This is an optimization exercise on Yosys and OpenROAD, whose aim is small area, not a production implementation. In this exercise RTL edits were held to simulation tests only and were not proved equivalent to the original. Power is estimated from default activity; no workload was simulated.

### config.mk
export PLATFORM = sky130hd
export DESIGN_NAME = vga_top
export DESIGN_NICKNAME = vga_top
export VERILOG_FILES = /design/flow/design.v
export SDC_FILE = /design/flow/constraint.sdc
export NUM_CORES = 4
export LEC_CHECK = 0
export CAP_MARGIN = 20
export CORE_MARGIN = 2
export CORE_UTILIZATION = 40
export SLEW_MARGIN = 20
### constraint.sdc
create_clock -name core_clock -period 25.0 [get_ports {clk}]
set_input_delay 5.0000 -clock core_clock [delete_from_list [all_inputs] [get_ports {clk}]]
set_output_delay 5.0000 -clock core_clock [all_outputs]
set_load 0.01 [all_outputs]
### design.v
`timescale 1ns / 1ps
module VGA_800x600at60HZ(
    input  clk,
    input  rst,
    output Hsync, Vsync,
    output reg [11:0] HorizontalCounter, VerticalCounter
    );
    always@(posedge clk)begin
        if(rst)begin
            HorizontalCounter <= 'h0;
            VerticalCounter <= 'h0;
        end
        else if(HorizontalCounter == 'd1056)begin
            HorizontalCounter <= 'h0;
            if(VerticalCounter == 'd628)begin
                VerticalCounter <= 'h0;
            end
            else VerticalCounter <= VerticalCounter + 1;
        end
        else HorizontalCounter <= HorizontalCounter + 1;
    end
    assign Hsync = (HorizontalCounter <= 'd840) | (HorizontalCounter >= 'd968);
    assign Vsync = (VerticalCounter <= 'd601) | (VerticalCounter >= 'd605);
endmodule
	module image_logic(
    input clk,
    input rst,
    input [11:0] Hindex, Vindex,
    input btnU, btnD, btnR, btnL,
    output reg [11:0] pixel_data,
    output [6:0] seg,
    output reg [3:0] an
    );
    localparam [11:0] left_paddle_horizontal_index = 12'd10;
    reg [11:0] left_paddle_vertical_index;
    localparam left_param_width = 12'd10;
    localparam left_param_lenght = 12'd50;
    localparam [11:0] right_paddle_horizontal_index = 12'd730;
    reg [11:0] right_paddle_vertical_index;
    localparam right_param_width = 12'd10;
    localparam right_param_lenght = 12'd50;
    reg [11:0] ball_hi;
    reg [11:0] ball_vi;
    localparam ball_w = 12'd5;
    localparam ball_h = 12'd5;
	reg [3:0] ball_dir;
    wire ball_active = (Hindex >= ball_hi & Hindex < (ball_hi + ball_w)) & (Vindex >= ball_vi & Vindex < (ball_vi + ball_h));
    wire left_paddle_active = (Hindex >= left_paddle_horizontal_index & Hindex <= (left_paddle_horizontal_index + left_param_width)) & (Vindex >= left_paddle_vertical_index & Vindex <= left_paddle_vertical_index + left_param_lenght);
    wire right_paddle_active = (Hindex >= right_paddle_horizontal_index & (Hindex < right_paddle_horizontal_index + right_param_width) & (Vindex >= right_paddle_vertical_index & Vindex <= (right_paddle_vertical_index + right_param_lenght)));
    wire top_hit = ball_vi == 12'd0;
    wire bottom_hit = (ball_vi + ball_h) >= 12'd600;
	wire left_paddle_hit = (((left_paddle_horizontal_index + left_param_width) >= ball_hi) & ((left_paddle_vertical_index <= ball_vi) & ((left_paddle_vertical_index + left_param_lenght) >= ball_vi)));
    wire right_paddle_hit = ((right_paddle_horizontal_index <= ball_hi) & ((right_paddle_vertical_index <= ball_vi) & ((right_paddle_vertical_index + right_param_lenght) >= ball_vi)));     
    wire left_hit = ball_hi == 12'd0;
    wire right_hit = ball_hi == 12'd800;
    always@(*)begin 
        if(left_paddle_active | right_paddle_active | ball_active)begin
            pixel_data = 12'hfff;
        end
        else begin
            pixel_data = 12'h000;
        end
    end
    localparam TICK_BITS = 10;
    reg [TICK_BITS-1:0] tick_div;
    always@(posedge clk)begin
        if(rst) tick_div <= 0;
        else tick_div <= tick_div + 1;
    end
    wire tick = tick_div == {1'b0, {(TICK_BITS-1){1'b1}}};
always@(posedge clk)begin
    if(rst)begin
        left_paddle_vertical_index <= 12'd10;
        right_paddle_vertical_index <= 12'd10;
    end else if(tick)begin
        if(btnU)begin
            if(left_paddle_vertical_index != 0)begin
                left_paddle_vertical_index <= left_paddle_vertical_index - 1;
            end
        end
        else if(btnL)begin
            if(left_paddle_vertical_index <= 12'd550)begin
                left_paddle_vertical_index <= left_paddle_vertical_index + 1;
            end
        end
        if(btnR)begin
            if(right_paddle_vertical_index != 0)begin
                right_paddle_vertical_index <= right_paddle_vertical_index - 1;
            end
        end
        else if(btnD)begin
            if(right_paddle_vertical_index <= 12'd550)begin
                right_paddle_vertical_index <= right_paddle_vertical_index + 1;
            end
        end
    end
end
reg reset;
reg [3:0] score_left;
reg [3:0] score_right;
reg [11:0] ball_hi_mv, ball_vi_mv;
always@(*)begin
    ball_hi_mv = ball_hi;
    ball_vi_mv = ball_vi;
    if (ball_dir[0])
       ball_hi_mv = ball_hi_mv + 1;
    if (ball_dir[1])
       ball_hi_mv = ball_hi_mv - 1;
    if (ball_dir[2])
       ball_vi_mv = ball_vi_mv + 1;
    if (ball_dir[3])
       ball_vi_mv = ball_vi_mv - 1;
end
always@(posedge clk)begin
    if(rst)begin
        ball_hi <= 12'd400;
        ball_vi <= 12'd300;
        ball_dir <= 4'b1010;
        reset <= 0;
        score_left <= 0;
        score_right <= 0;
    end else if(tick)begin
    if(reset)begin
        ball_hi <= 12'd400;
        ball_vi <= 12'd300;
        reset <= 0;
    end else
    begin
        ball_hi <= ball_hi_mv;
        ball_vi <= ball_vi_mv;
        if(left_paddle_hit)begin
            ball_dir[0] <= 1;
            ball_dir[1] <= 0;
            ball_hi <= ball_hi_mv + 1;
       end else
        if(right_paddle_hit)begin
            ball_dir[0] <= 0;
            ball_dir[1] <= 1;
            ball_hi <= ball_hi_mv - 1;
        end else
        if(top_hit)begin
            ball_dir[2] <= 1;
            ball_dir[3] <= 0;
            ball_vi <= ball_vi_mv + 1;
         end else
        if(bottom_hit)begin
            ball_dir[2] <= 0;
            ball_dir[3] <= 1;
            ball_vi <= ball_vi_mv - 1;
         end else
        if(left_hit)begin
            reset <= 1;
            ball_dir[0] <= 1;
            ball_dir[1] <= 0;
            score_right <= score_right + 1;
        end else
        if(right_hit)begin
            reset <= 1;
            ball_dir[0] <= 0;
            ball_dir[1] <= 1;
            score_left <= score_left + 1;
        end
    end
    end
end
reg [9:0] counter;
reg [3:0] sw;
wire [6:0] dekoder [15:0];
assign dekoder[0]  = 7'b1000000;  
assign dekoder[1]  = 7'b1111001;  
assign dekoder[2]  = 7'b0100100;  
assign dekoder[3]  = 7'b0110000;  
assign dekoder[4]  = 7'b0011001;  
assign dekoder[5]  = 7'b0010010;  
assign dekoder[6]  = 7'b0000010;  
assign dekoder[7]  = 7'b1111000;  
assign dekoder[8]  = 7'b0000000;  
assign dekoder[9]  = 7'b0010000;  
assign dekoder[10] = 7'b0001000;  
assign dekoder[11] = 7'b0000011;  
assign dekoder[12] = 7'b0100111;  
assign dekoder[13] = 7'b0100001;  
assign dekoder[14] = 7'b0000110;  
assign dekoder[15] = 7'b0001110;  
assign seg = dekoder[sw];
reg [3:0] sel;
always@(posedge clk)begin
    if(rst)begin
        counter <= 0;
        sel <= 4'b0001;
        sw <= 4'd0;
        an <= 4'b1111;
    end else if(tick)begin
    counter <= counter + 1;
    if (counter[9:8] == 1)begin
       sel <= {sel[2:0], sel[3]};
       if(sel[0])begin
            sw <= score_right;
            an <= 4'b0111;
       end
       if(sel[3])begin
            sw <= score_left;
            an <= 4'b1101;
       end
    end
    end
end
endmodule
`timescale 1ns / 1ps
module vga_top(
    input clk,
    input rst,
    input btnU, btnD, btnL, btnR,
    output [3:0] vgaRed, vgaGreen, vgaBlue,
    output Hsync, Vsync,
    output [6:0] seg,
    output [3:0] an
    );
    wire [11:0] Hindex, Vindex;
    VGA_800x600at60HZ vga_inst(.clk(clk), .rst(rst), .Hsync(Hsync), .Vsync(Vsync), .HorizontalCounter(Hindex), .VerticalCounter(Vindex));
    image_logic image_inst(.seg(seg), .an(an), .clk(clk), .rst(rst), .Hindex(Hindex), .Vindex(Vindex), .btnU(btnU), .btnD(btnD), .btnL(btnL), .btnR(btnR), .pixel_data({vgaBlue, vgaGreen ,vgaRed}));
endmodule
### run.sh
#!/bin/bash
# synth_recipe.tcl (not shown) runs the flow's synth.tcl, then flattens the netlist and writes it again
# the make line also repeats each setting of config.mk as NAME=value (left out here)
make -C /OpenROAD-flow-scripts/flow DESIGN_CONFIG=/design/flow/config.mk WORK_HOME=/design/flow/orfs CLKGATE_MAP_FILE= SYNTH_SCRIPT=/design/flow/synth_recipe.tcl finish
==> results.txt <==
[metal layers]
metal | track usage | up-vias
li1 | - | 5668
met1 | 0.298 | 5243
met2 | 0.354 | 235
met3 | 0.0275 | 34
met4 | 0.0601 | 0
met5 | 0 | -
[power groups by stage]
stage                     combinational [mW]  sequential, mW  clock [mW]
after global placement                0.0200           0.190           0
after detailed placement              0.0202           0.190           0
after global routing                  0.0227           0.186       0.246
after floorplan                       0.0145           0.189           0
after CTS                             0.0203           0.186       0.238
final                                 0.0202           0.186       0.235
[cell usage in the layout, fill, tap and decap left out, drive strengths merged, types with 27 or more instances in the layout]
cell type	instances
ha	183
nor2	149
dfxtp	115
inv	115
nand2	104
xnor2	103
a21oi	100
o21ai	82
nand3	61
nor3	53
nand4	39
xor2	38
clkdlybuf4s50	27
[worst register-to-register path, delay by kind of cell, from the launching register on]
kind | cells | cell delay [ns]
compound gates | 3 | 0.88
xor+xnor | 1 | 0.23
fa+ha+maj | 2 | 0.56
flops | 1 | 0.41
mux | 1 | 0.29
simple gates | 7 | 1.62
[path summary, 6_finish.rpt]
path	start	end	cells after the start	slack, ns
worst max register to register	image_inst.right_paddle_vertical_index[1]	image_inst.score_left[3]	14	20.88
worst max-delay path	image_inst.ball_vi[0]	vgaRed[3]	11	15.19
worst min register to register	image_inst.an[3]	image_inst.an[3]	2	0.45
worst min-delay path	image_inst.an[3]	image_inst.an[3]	2	0.45
[state kept, by name (all words and copies together) (netlist names)]
| register | flops |
|---|---|
| image_inst.an | 2 |
| image_inst.ball_dir | 4 |
| image_inst.ball_hi | 12 |
| image_inst.ball_vi | 12 |
| image_inst.counter | 10 |
| image_inst.left_paddle_vertical_index | 12 |
| image_inst.reset | 1 |
| image_inst.right_paddle_vertical_index | 12 |
| image_inst.score_left | 4 |
| image_inst.score_right | 4 |
| image_inst.sel | 4 |
| image_inst.sw | 4 |
| image_inst.tick_div | 10 |
| vga_inst.HorizontalCounter | 12 |
| vga_inst.VerticalCounter | 12 |
[cells by family after synthesis]
logic type	count (synthesis)	share of synthesized area
buf+inv	188	0.0654
simple gates	560	0.236
flops	115	0.190
compound gates	371	0.201
other cells	1	0.000310
mux	14	0.0119
xor+xnor	141	0.103
fa+ha+maj	185	0.192
[cell type report]
class,instances,share of cell area
multi-input cells,1273,0.689
clock inverters,13,0.00754
clock buffers,18,0.0335
well taps,390,0.0372
flip-flops and latches,115,0.176
inverters,112,0.0321
repair buffers,35,0.0250
[stage by stage]
stage | util | setup WS [ns] | std cells
final | 0.441 | 15.19 | 1956
after global routing | 0.441 | 14.84 | 1956
after CTS | 0.441 | 15.17 | 1956
after detailed placement | 0.423 | 15.63 | 1925
after global placement | 0.423 | 15.80 | 1925
after floorplan | - | 16.76 | 1576
==> impl_metrics.py <==
metrics = {
    "clock_tree": {
        "clkSlewWorstSetupHoldPaths_ns": 0.06,
        "cts_hold_buf": 0,
        "postCtsResizedCells": 0,
        "htreeDepth": 4,
        "cts_tree": "done",
        "cts_inserted_buffers": 17,
        "clock_path_buffers": 2,
        "clk_latency_ns": 0.44,
        "clock_sinks": 115,
        "clockRootBuffer": "clkbuf_16",
        "cts_setup_buffers": 0,
    },
    "status": {
        "status": "finished clean",
    },
    "route": {
        "vias": 11200,
        "postRouteAntennaNets": 0,
        "via_per_inst": 5.72,
        "route.met3.wl_um": 1370,
        "drt_wl_total_um": 33600,
        "firstDrtPassIters": 5,
        "met2_length_um": 15200,
        "drt-met1-wl_um": 16500,
        "drtIter0Drc": 958,
        "post_drt_wl_per_cell_um": 17.2,
        "remaining_drc_errors": 0,
        "routed.top_layer": "met4",
    },
    "worst_setup_path": {
        "worstSetupPathType": "flip-flop to output pin",
        "max_stage_delay_ns": 0.74,
        "slowest_stage": "o221ai_1",
        "cp_max_fo": 16,
        "cp-end-kind": "output pin",
        "worstPathRequired_ns": 20.00,
        "path_common_cell": "ha_1",
        "critPathBufInv": 1,
        "arrival_ns": 4.81,
        "crit_path_cell_trace": "ha_1 > o211a_1 > or3b_1 > xnor2_1 > ha_1 > a211oi_1 > nand2_1 > o41ai_1 > nand3_1 > o221ai_1 > clkdlybuf4s50_1",
        "cp_top_family": "compound AO/OA/AOI/OAI gates",
        "start_kind": "flip-flop",
    },
    "placed_design": {
        "io_buffers": 28,
        "dpl_cell_area_mm2": 0.0126,
        "gp_congestion": 0.870,
        "detailed_place_hpwl_um": 24900,
    },
    "sta": {
        "slew_violations": 0,
        "worst_pin_slew_ns": 0.944,
        "hold_violations": 0,
        "fmax_mhz": 102,
        "finalSetupViolCount": 0,
        "fin_tns_setup_ns": 0,
        "fin_skew_ns": 0.0107,
        "fin_crit_sh": 0.393,
        "rsz0062_at_grt": "false",
        "timing.hold.ws_ns": 0.451,
        "slew_headroom": 0.365,
        "period_minus_slack_ns": 9.81,
    },
    "layout": {
        "drive_gt1_frac": 0.0434,
        "area_delta_synth_final_pct": 8.24,
        "regArea_mm2": 0.00230,
        "multi_input_area_mm2": 0.00903,
        "fillers": 3007,
        "diodes": 0,
        "final_area_mm2": 0.0131,
        "num-nets-final": 1745,
    },
    "global_route": {
        "grt_max_degree": 57,
        "grt_pass1_wl_um": 54600,
        "first_global_vias": 10500,
        "antenna_found_initial": 0,
        "grt-ovfl-total": 0,
        "track_usage": 0.216,
    },
    "pwr": {
        "p_sw_frac": 0.271,
        "power_leakage_nw": 5.25,
        "pwr-share-comb": 0.046,
        "power.internal_uw": 321,
        "total_power_uw": 441,
        "p_per_area_mw_per_mm2": 33.6,
        "irDropWorstVdd_uv": 40.4,
        "p_clk_frac": 0.533,
        "pwr-share-seq": 0.421,
        "p_switching_uw": 119,
    },
    "die": {
        "rows": 63,
        "die_w_um": 178,
        "chipHeight_um": 178,
        "start_util": 0.407,
        "io_pins": 31,
        "dieArea_mm2": 0.0317,
        "core-area_mm2": 0.0297,
    },
    "logic_synthesis": {
        "ys.flop_type": "dfxtp_1",
        "synthArstFlopShare": 0,
        "yosys_register_bits": 115,
        "yosysMostFrequentCell": "ha_1",
        "synth_edf_count": 0,
        "yosysUniqueCellTypes": 77,
        "postSynthCellCount": 1575,
        "yosysSeqAreaShare": 0.190,
        "synth_area_leaders": "dfxtp_1, ha_1, xnor2_1, nor2_1, a21oi_1",
        "netlist_area_mm2": 0.0121,
        "synth_top_area_frac": 0.190,
        "synth.top_cells.by_count": "ha_1, nor2_1, dfxtp_1",
        "yosysWarnings": 2,
        "syn_avg_cell_area_um2": 7.69,
        "yosysTopAreaCell": "dfxtp_1",
    },
    "min_path": {
        "hp-class": "flip-flop to flip-flop",
    },
    "flow_run": {
        "maxCapViolCount": 0,
    },
}

-- separate check: timing with driven ports --
How much do the figures lean on ideal ports? The routed layout below was timed once more, with nothing changed but the port constraints. Step 1 assumes that a clkbuf_16 drives the clock port and a buf_2 every other input. Step 2 times the ports against the registers' clock, not the clock port: input delays grow and output delays shrink by t, the midpoint of the rising clock arrivals with the driver on. Three values: ideal, step 1, step 2; two values: the first two.
t, ns: 0.488
slack for setup (ns): 15.187 / 15.135 / 15.623
clock arrival spread, ns: 0.012 / 0.012
worst register clock-pin slew, ns: 0.07 / 0.07
pins driven straight from the clock port: 1
After both steps this run still meets setup and hold. For this run, drivers alone change the setup slack by -0.052 ns; drivers and shift together by +0.436 ns.
